Context: an optimization exercise on an open-source flow, tuned for small area. The choices shown serve that exercise and are no tape-out recipe.
Only simulation tests tie the RTL to the original design; equivalence was not proved.
Power figures rest on the tool's default switching activity, not on a simulated workload.

==> try-juniper: inputs <==
==> flow/design.v (excerpt) <==
module cpu (
    input wire Clock,
    input wire Reset,
    output wire [31:0] mem_addr,
    output wire        mem_wr,
    output wire [31:0] mem_wdata,
    input  wire [31:0] mem_rdata
);
    wire Reset_Signal;
    wire Div_Control, Mult_Control;
    wire [2:0] Shift_Control;
    wire [1:0] LS_Control, SS_Control;
    wire [2:0] PC_Src;
    wire [1:0] IorD;
    wire [2:0] Reg_Dst;
    wire [3:0] MemToReg;
    wire ALU_SrcA;
    wire [1:0] ALU_SrcB;
    wire HI_Src, LO_Src, Shift_Src;
    wire [1:0] Shift_Amt;
    wire PC_Write, PC_Write_Cond, Mem_WR, MDR_Write, IR_Write, Reg_Write;
    wire A_Write, B_Write, HI_Write, LO_Write, ALUOut_Write, EPC_Write;
    wire [2:0] ALU_Op;
    wire AllowException, OPCode_Error;
    wire [5:0] State, Counter;
    wire Neg, Zero, Eq, Gt, Lt, Overflow;
    wire Exception_Signal;
    reg [5:0]  IR_op;
    reg [4:0]  IR_rs, IR_rt;
    reg [15:0] IR_imm;
    Control_Unit Control_Unit(
        Clock, Reset, Gt, Lt, Eq, Zero, IR_op, IR_imm[5:0], Exception_Signal,
        Reset_Signal, Div_Control, Mult_Control, Shift_Control, LS_Control, SS_Control,
  ...
clock: 25.0 ns
lec_check: 0
cap_margin: 20
core_margin: 2
core_utilization: 40
max_routing_layer: met4
place_density: 0.6
slew_margin: 20
run.sh (not shown) runs the stock make flow with config.mk's settings and CLKGATE_MAP_FILE= SYNTH_SCRIPT=/design/flow/synth_recipe.tcl, a recipe that flattens the netlist after the stock synthesis.
==> inputs of try-yarrow, as changes to try-juniper <==
--- a/flow/design.v
+++ b/flow/design.v
@@ -100,15 +100,16 @@
     input  wire [2:0]  Seletor,
     output wire [31:0] S,
     output wire        Overflow,
     output wire        Negativo,
     output wire        z,
     output wire        Igual,
     output wire        Maior,
-    output wire        Menor
+    output wire        Menor,
+    output wire        Carry
 );
     reg  [31:0] s_temp;
     wire [31:0] soma_temp;
     wire [31:0] carry_temp;
     wire [31:0] novo_B;
     wire        igual_temp;
     wire        overflow_temp;
@@ -136,14 +137,15 @@
         for (k = 1; k < 32; k = k + 1) begin : rca
             assign soma_temp[k]  = A[k] ^ novo_B[k] ^ carry_temp[k-1];
             assign carry_temp[k] = (carry_temp[k-1] & (A[k] | novo_B[k])) | (A[k] & novo_B[k]);
         end
     endgenerate
     assign overflow_temp = carry_temp[31] ^ carry_temp[30];
     assign Overflow = overflow_temp;
+    assign Carry = carry_temp[31];
     assign igual_temp = (soma_temp == 32'b0) ? ~overflow_temp : 1'b0;
     assign Igual = igual_temp;
     assign Maior = ((~soma_temp[31] & ~overflow_temp) | (overflow_temp & ~A[31])) & ~igual_temp;
     assign Menor = (soma_temp[31] & ~overflow_temp) | (overflow_temp & A[31]);
 endmodule
 module Control_Unit (
     input wire Clock,
@@ -1986,15 +1988,22 @@
     reg [31:0] PC, A, B, ALUOut, EPC, MDR, HI, LO, P0;
     reg [1:0]  ETR;       
     wire [31:0] ALU_A, ALU_B, ALU_Result;
     wire [31:0] Imm_SignExt = {{16{IR_imm[15]}}, IR_imm};
     reg [31:0] rf [0:31];
     reg [31:0] rf_valid;
     wire [4:0]  rd_addr = IR_Write ? mem_rdata[25:21] : IR_rt;
-    wire [31:0] rd_data = rf_valid[rd_addr] ? rf[rd_addr] : 32'b0;
+    wire [31:0] rd_sel = rf_valid & (32'b1 << rd_addr);
+    reg  [31:0] rd_data;
+    integer ri;
+    always @(*) begin
+        rd_data = 32'b0;
+        for (ri = 0; ri < 32; ri = ri + 1)
+            rd_data = rd_data | (rf[ri] & {32{rd_sel[ri]}});
+    end
     wire [4:0]  Reg_WriteIn = Reg_Dst[2] ? IR_imm[15:11] :
                               Reg_Dst[1] ? (Reg_Dst[0] ? 5'd31 : 5'd29) :
                               (Reg_Dst[0] ? IR_rs : IR_rt);
     wire [31:0] Reg_WriteData;
     always @(posedge Clock) begin
         if (Reg_Write)
             rf[Reg_WriteIn] <= Reg_WriteData;
@@ -2002,98 +2011,110 @@
     always @(posedge Clock) begin
         if (Reset_Signal)
             rf_valid <= 32'b0;
         else if (Reg_Write)
             rf_valid[Reg_WriteIn] <= 1'b1;
     end
     always @(posedge Clock) begin
-        if (Reset_Signal) begin
-            IR_op <= 6'b0; IR_rs <= 5'b0; IR_rt <= 5'b0; IR_imm <= 16'b0;
-        end else if (IR_Write) begin
+        if (IR_Write) begin
             IR_op <= mem_rdata[31:26]; IR_rs <= mem_rdata[25:21];
             IR_rt <= mem_rdata[20:16]; IR_imm <= mem_rdata[15:0];
         end
     end
     always @(posedge Clock) begin
-        if (Reset_Signal) A <= 32'b0;
-        else if (IR_Write) A <= rd_data;
+        if (IR_Write) A <= rd_data;
     end
     always @(posedge Clock) begin
-        if (Reset_Signal) B <= 32'b0;
-        else if (A_Write) B <= rd_data;
+        if (A_Write) B <= rd_data;
     end
-    assign ALU_A = ALU_SrcA ? A : PC;
-    assign ALU_B = ALU_SrcB[1] ? (ALU_SrcB[0] ? {Imm_SignExt[29:0], 2'b00} : Imm_SignExt)
-                               : (ALU_SrcB[0] ? 32'd4 : B);
-    Ula32 ALU(ALU_A, ALU_B, ALU_Op, ALU_Result, Overflow, Neg, Zero, Eq, Gt, Lt);
+    wire st_mult = (State == 6'b000100);
+    wire st_div  = (State == 6'b000011);
+    wire md_busy = st_mult || (st_div && (Counter != 6'd0));
+    wire md_inc  = st_div && ((Counter == 6'd1) || (Counter == 6'd34));    
+    wire [31:0] ALU_A_std = ALU_SrcA ? A : PC;
+    wire [31:0] ALU_B_std = ALU_SrcB[1] ? (ALU_SrcB[0] ? {Imm_SignExt[29:0], 2'b00} : Imm_SignExt)
+                                        : (ALU_SrcB[0] ? 32'd4 : B);
+    assign ALU_A = !md_busy ? ALU_A_std :
+                   st_mult  ? A :
+                   md_inc   ? ~LO : {HI[30:0], LO[31]};
+    assign ALU_B = !md_busy ? ALU_B_std : (st_mult ? HI : B);
+    wire [2:0] ALU_Sel = !md_busy ? ALU_Op :
+                         md_inc   ? 3'b100 :
+                         (st_mult || B[31]) ? 3'b001 : 3'b010;
+    wire ALU_Carry;
+    Ula32 ALU(ALU_A, ALU_B, ALU_Sel, ALU_Result, Overflow, Neg, Zero, Eq, Gt, Lt, ALU_Carry);
     reg dz1;
     wire Div_Zero = dz1;
-    assign Exception_Signal = !AllowException && (OPCode_Error || Overflow || Div_Zero);
-    wire [1:0] exc_code = OPCode_Error ? 2'd1 : Overflow ? 2'd2 : 2'd3;
+    wire Ovf_Eff = Overflow && !md_busy;
+    assign Exception_Signal = !AllowException && (OPCode_Error || Ovf_Eff || Div_Zero);
+    wire [1:0] exc_code = OPCode_Error ? 2'd1 : Ovf_Eff ? 2'd2 : 2'd3;
     always @(posedge Clock) begin
-        if (Reset_Signal) ETR <= 2'b0;
-        else if (Exception_Signal) ETR <= exc_code;
+        if (Exception_Signal) ETR <= exc_code;
     end
     wire [31:0] ETR_Out = {24'b0, {6{ETR != 2'b0}}, ETR};
     always @(posedge Clock) begin
-        if (Reset_Signal) MDR <= 32'b0;
-        else if (MDR_Write) MDR <= mem_rdata;
+        if (MDR_Write) MDR <= mem_rdata;
     end
     wire [31:0] LSControl_Out = LS_Control[1] ? {24'b0, MDR[7:0]} :
                                 LS_Control[0] ? {16'b0, MDR[15:0]} : MDR;
     wire [31:0] SSControl_Out = SS_Control[1] ? {MDR[31:8], B[7:0]} :
                                 SS_Control[0] ? {MDR[31:16], B[15:0]} : B;
     wire [31:0] Jump_Address = {PC[31:28], IR_rs, IR_rt, IR_imm, 2'b00};
     wire [31:0] PC_In = PC_Src[2] ? LSControl_Out :
                         PC_Src[1] ? (PC_Src[0] ? EPC : Jump_Address) :
                                     (PC_Src[0] ? ALUOut : ALU_Result);
     always @(posedge Clock) begin
         if (Reset_Signal) PC <= 32'b0;
         else if (PC_Write || PC_Write_Cond) PC <= PC_In;
     end
     always @(posedge Clock) begin
-        if (Reset_Signal) ALUOut <= 32'b0;
-        else if (ALUOut_Write) ALUOut <= ALU_Result;
+        if (ALUOut_Write) ALUOut <= ALU_Result;
     end
     always @(posedge Clock) begin
         if (Reset_Signal) EPC <= 32'b0;
         else if (EPC_Write) EPC <= ALU_Result;
     end
     wire [31:0] Mem_Address = IorD[1] ? (IorD[0] ? ETR_Out : ALU_Result)
                                       : (IorD[0] ? ALUOut : PC);
     assign mem_addr  = Mem_Address;
     assign mem_wr    = Mem_WR;
     assign mem_wdata = SSControl_Out;
     wire [31:0] sh_src = Shift_Src ? A : B;
     wire [4:0]  sh_n   = Shift_Amt[1] ? B[4:0] : (Shift_Amt[0] ? MDR[4:0] : IR_imm[10:6]);
-    reg  [31:0] ShiftReg_Out;
-    always @(*) begin
-        case (Shift_Control)
-            3'b010:  ShiftReg_Out = sh_src << sh_n;
-            3'b011:  ShiftReg_Out = sh_src >> sh_n;
-            3'b100:  ShiftReg_Out = $signed(sh_src) >>> sh_n;
-            default: ShiftReg_Out = (sh_src << sh_n) | (sh_src >> (6'd32 - {1'b0, sh_n}));
-        endcase
-    end
-    wire st_mult = (State == 6'b000100);
-    wire st_div  = (State == 6'b000011);
+    wire        sh_left  = Shift_Control[1] && !Shift_Control[0];       
+    wire        sh_rot   = Shift_Control[2] && Shift_Control[1];        
+    wire        sh_arith = Shift_Control[2] && !Shift_Control[1];       
+    wire [4:0]  sh_r   = sh_left ? sh_n : (5'd0 - sh_n);
+    wire [31:0] rot1 = sh_r[0] ? {sh_src[30:0], sh_src[31]}    : sh_src;
+    wire [31:0] rot2 = sh_r[1] ? {rot1[29:0],   rot1[31:30]}   : rot1;
+    wire [31:0] rot4 = sh_r[2] ? {rot2[27:0],   rot2[31:28]}   : rot2;
+    wire [31:0] rot8 = sh_r[3] ? {rot4[23:0],   rot4[31:24]}   : rot4;
+    wire [31:0] rot  = sh_r[4] ? {rot8[15:0],   rot8[31:16]}   : rot8;
+    wire [31:0] low_mask = ~(32'hffffffff << sh_n);
+    wire [31:0] high_mask;
+    genvar gi;
+    generate
+        for (gi = 0; gi < 32; gi = gi + 1) begin : g_hm
+            assign high_mask[gi] = low_mask[31 - gi];
+        end
+    endgenerate
+    wire [31:0] sh_mask = sh_rot ? 32'b0 : (sh_left ? low_mask : high_mask);
+    wire        sh_fill = sh_arith && sh_src[31];
+    wire [31:0] ShiftReg_Out = (rot & ~sh_mask) | ({32{sh_fill}} & sh_mask);
     wire m_start = st_mult && (Counter == 6'd1);
     wire m_step  = st_mult && (Counter >= 6'd2) && (Counter <= 6'd33);
     wire m_end   = st_mult && (Counter == 6'd33);
     wire dv_ok   = (A != 32'b0) && (B != 32'b0);
     wire d_load  = st_div && (Counter == 6'd0) && dv_ok && !Exception_Signal;
     wire d_abs   = st_div && (Counter == 6'd1) && dv_ok;
     wire d_step  = st_div && (Counter >= 6'd2) && (Counter <= 6'd33) && dv_ok;
     wire d_fix   = st_div && (Counter == 6'd34) && dv_ok;
-    wire [31:0] add_x  = st_mult ? HI : {HI[30:0], LO[31]};
-    wire [31:0] add_y  = st_mult ? A : (B[31] ? B : ~B);
-    wire        add_ci = !st_mult && !B[31];
-    wire [32:0] add_s  = {1'b0, add_x} + {1'b0, add_y} + {32'b0, add_ci};
+    wire [32:0] add_s  = {ALU_Carry, ALU_Result};
     wire [32:0] m_t    = LO[0] ? add_s : {1'b0, HI};
-    wire [31:0] lo_neg = ~LO + 32'd1;
+    wire [31:0] lo_neg = ALU_Result;
     always @(posedge Clock) begin
         if (Reset_Signal) begin
             HI <= 32'b0;
             LO <= 32'b0;
         end else if (m_start) begin
             HI <= P0;
             LO <= B;
@@ -2119,16 +2140,15 @@
         end
     end
     always @(posedge Clock) begin
         if (Reset_Signal) P0 <= 32'b0;
         else if (m_end) P0 <= B[0] ? A : 32'b0;
     end
     always @(posedge Clock) begin
-        if (Reset_Signal) dz1 <= 1'b0;
-        else dz1 <= st_div && (Counter == 6'd2) && !dv_ok;
+        dz1 <= st_div && (Counter == 6'd2) && !dv_ok;
     end
     wire [31:0] Imm_SL16 = {IR_imm, 16'b0};
     wire [31:0] w000x = MemToReg[0] ? LSControl_Out : ALUOut;
     wire [31:0] w001x = MemToReg[0] ? HI : Imm_SL16;
     wire [31:0] w00xx = MemToReg[1] ? w001x : w000x;
     wire [31:0] w010x = MemToReg[0] ? 32'd227 : LO;
     wire [31:0] w011x = MemToReg[0] ? ShiftReg_Out : Imm_SignExt;
==> summary.txt <==
| metric | try-yarrow | try-juniper |
|---|---|---|
| Run status | finished clean | finished clean |
| Combined global-route utilization of all metal layers | 0.370 | 0.342 |
| Half-perimeter wire length after detailed placement | 212 mm | 234 mm |
| Gp weighted congestion | 1.05 | 1.08 |
| Setup slack of the critical path after layout | 2.17 ns | 2.92 ns |
| Switching power | 3.10 mW | 2.86 mW |
| Overall Power | 8.14 mW | 7.89 mW |
| Worst hold slack | 0.452 ns | 0.456 ns |
| Share of the final layout cell area in multi-input gates | 0.351 | 0.429 |
| Launching element of the worst setup path | Control_Unit.Counter[0]$_SDFFE_PP0P_ | Control_Unit.ALU_Op[0]$_SDFFE_PP0P_ |
| Height of the chip | 425 um | 451 um |
| Layout clock buffers | 191 | 189 |
| Total combinational power | 2.74 mW | 2.44 mW |
| Global-route wire length before repair | 454 mm | 483 mm |
| Proportion of final cell area spent on non-clock buffers | 0.0368 | 0.0342 |
| Worst clock skew | 0.0551 ns | 0.0739 ns |
| Critical-path maximum fanout | 20 | 50 |
| Maximum VDD drop | 0.0709 mV | 0.0729 mV |
| Number of distinct library cell variants in the gate-level netlist after synthesis | 115 | 95 |
| Data arrival time of the critical path | 17.83 ns | 17.08 ns |
| Combinational cell fraction of total power | 0.336 | 0.310 |
| Hold Path Sink | P0[10]$_SDFFE_PP0P_ | P0[30]$_SDFFE_PP0P_ |
| Met1 WL | 124 mm | 132 mm |
| Lkg Pwr | 26.4 nW | 30.8 nW |
| Mapped Cells | 6,085 | 7,435 |

* * *

==> exp/lagoon <==
cpu, a different RTL version from the one above (not shown whole).
Design cpu, start of the top module:
module cpu (
    input wire Clock,
    input wire Reset,
    output wire [31:0] mem_addr,
    output wire        mem_wr,
    output wire [31:0] mem_wdata,
    input  wire [31:0] mem_rdata
);
Settings: LEC_CHECK=0, CAP_MARGIN=20, CORE_MARGIN=2, CORE_UTILIZATION=45, CTS_CLUSTER_DIAMETER=120, CTS_CLUSTER_SIZE=20, MAX_ROUTING_LAYER=met4, PLACE_DENSITY=0.65, SLEW_MARGIN=20; clock period 25.0 ns.
standard.sh (not shown) runs the stock make flow with config.mk's settings and CLKGATE_MAP_FILE= SYNTH_SCRIPT=/design/flow/synth_recipe.tcl, a recipe that flattens the netlist after the stock synthesis.
==> flow/flow/run.sh <==
#!/bin/bash
# Layout flow: the standard layout (standard.sh) with two changes to
# how the layout is made:
#  - the port buffers use the smallest buffer cell (buf_1) instead of
#    buffer_ports' default choice;
#  - after global routing, power recovery (RECOVER_POWER=100) downsizes
#    gates on paths that keep positive slack.
# Synthesis is the standard one, run unchanged. Each step's full output is
# in synth.log and layout.log here, and ORFS's per-step logs in orfs/logs.
set -euo pipefail
bash standard.sh synth > synth.log 2>&1
bash standard.sh "BUFFER_PORTS_ARGS=-buffer_cell sky130_fd_sc_hd__buf_1" RECOVER_POWER=100 finish > layout.log 2>&1
==> inputs of exp/cedar, as changes to exp/lagoon <==
==> flow/run.sh (new file) <==
#!/bin/bash
# synth_recipe.tcl (not shown) runs the flow's synth.tcl, then flattens the netlist and writes it again
# the make line also repeats each setting of config.mk as NAME=value (left out here)
make -C /OpenROAD-flow-scripts/flow DESIGN_CONFIG=/design/flow/config.mk WORK_HOME=/design/flow/orfs CLKGATE_MAP_FILE= SYNTH_SCRIPT=/design/flow/synth_recipe.tcl finish
removed: flow/flow/run.sh
removed: flow/standard.sh
==> inputs of exp/pepper, as changes to exp/lagoon <==
==> flow/flow/run.sh (replaced) <==
#!/bin/bash
# Layout flow: the standard layout (standard.sh) with one change to how
# the layout is made: the port buffers use the smallest buffer cell (buf_1)
# instead of buffer_ports' default choice. Every port still gets its own
# buffer, and repair_design still resizes them where slew or load needs it.
# Synthesis is the standard one, run unchanged. Each step's full output is
# in synth.log and layout.log here, and ORFS's per-step logs in orfs/logs.
set -euo pipefail
bash standard.sh synth > synth.log 2>&1
bash standard.sh "BUFFER_PORTS_ARGS=-buffer_cell sky130_fd_sc_hd__buf_1" finish > layout.log 2>&1
==> qor summary <==
|  | exp/pepper | exp/cedar | exp/lagoon |
|---|---|---|---|
| Final hold slack | 0.460 ns | 0.457 ns | 0.463 ns |
| Power Combinational | 3010 uW | 2970 uW | 2950 uW |
| Worst-Margin Slew | 1.22 ns | 1.30 ns | 4.79 ns |
| Cell Count Post-Placement | 8603 | 8594 | 8603 |
| Cell leakage power | 0.0256 uW | 0.0257 uW | 0.0251 uW |
| Max_cap viols | 0 | 0 | 79 |
| Clock group share of total power | 19.7% | 19.9% | 19.8% |
| Global-route track usage on met2 | 66.7% | 62.1% | 66.7% |
| Portion of the clock cycle consumed by the worst path in the final layout | 93.6% | 97.3% | 95.6% |
| Power dissipated in sequential cells | 2930 uW | 2910 uW | 2960 uW |
| Relative max-transition margin | 17.7% | 13.4% | -223% |
| Final Max Slew Viols | 0 | 0 | 2431 |
| Number of standard cells in the layout, taps in and fillers out | 8758 | 8753 | 8758 |
| Post-layout util | 49.5% | 49.8% | 49.1% |
| Delay contributed by the slowest stage of the critical path | 0.73 ns | 0.91 ns | 0.89 ns |
| Worst Clk Skew | 0.0537 ns | 0.0592 ns | 0.0516 ns |
| Synthesis-to-layout area growth | 9.22% | 9.87% | 8.25% |
| Combined area of the multi-input logic cells | 29000 um2 | 29000 um2 | 28800 um2 |
| Final worst slack | 1.60 ns | 0.672 ns | 1.10 ns |
| Clock transition at the register clock pins on the worst setup and hold paths after CTS | 0.10 ns | 0.09 ns | 0.10 ns |
| Worst Hold Launch | P0[30] | P0[6] | P0[4] |
| Final Total Pwr | 7400 uW | 7330 uW | 7370 uW |
| Later-pin clock latency in the skew report | 0.77 ns | 0.78 ns | 0.77 ns |
| Vias per cell | 7.40 | 7.38 | 7.40 |
| Stages on the worst setup path | 50 | 47 | 50 |
| Status | finished clean | finished clean | finished with violations |
| Violated checks | - | - | capacitance limit, slew limit |

-- separate check: timing with driven ports --
In the flow no input, the clock included, has a driving cell. The finished layouts below were timed again as built, in two steps. Step 1 sets driving cells, clkbuf_16 on the clock port and buf_2 on the other inputs (assumed; they add their load-dependent delay and slew). Step 2 times the ports against the registers' clock, not the clock port: input delays grow and output delays shrink by t, the midpoint of the rising clock arrivals with the driver on. a / b / c = ideal / step 1 / step 2; a / b = the first two.
run	t, ns	setup WS [ns]	worst setup path after step 2
try-juniper	0.913	2.920 / 2.824 / 3.737	register to output
try-yarrow	0.880	2.174 / 2.087 / 2.967	register to output
exp/lagoon	0.833	1.095 / 1.009 / 1.842	register to output
exp/cedar	0.845	0.672 / 0.578 / 1.423	register to output
exp/pepper	0.829	1.598 / 1.513 / 2.342	register to output
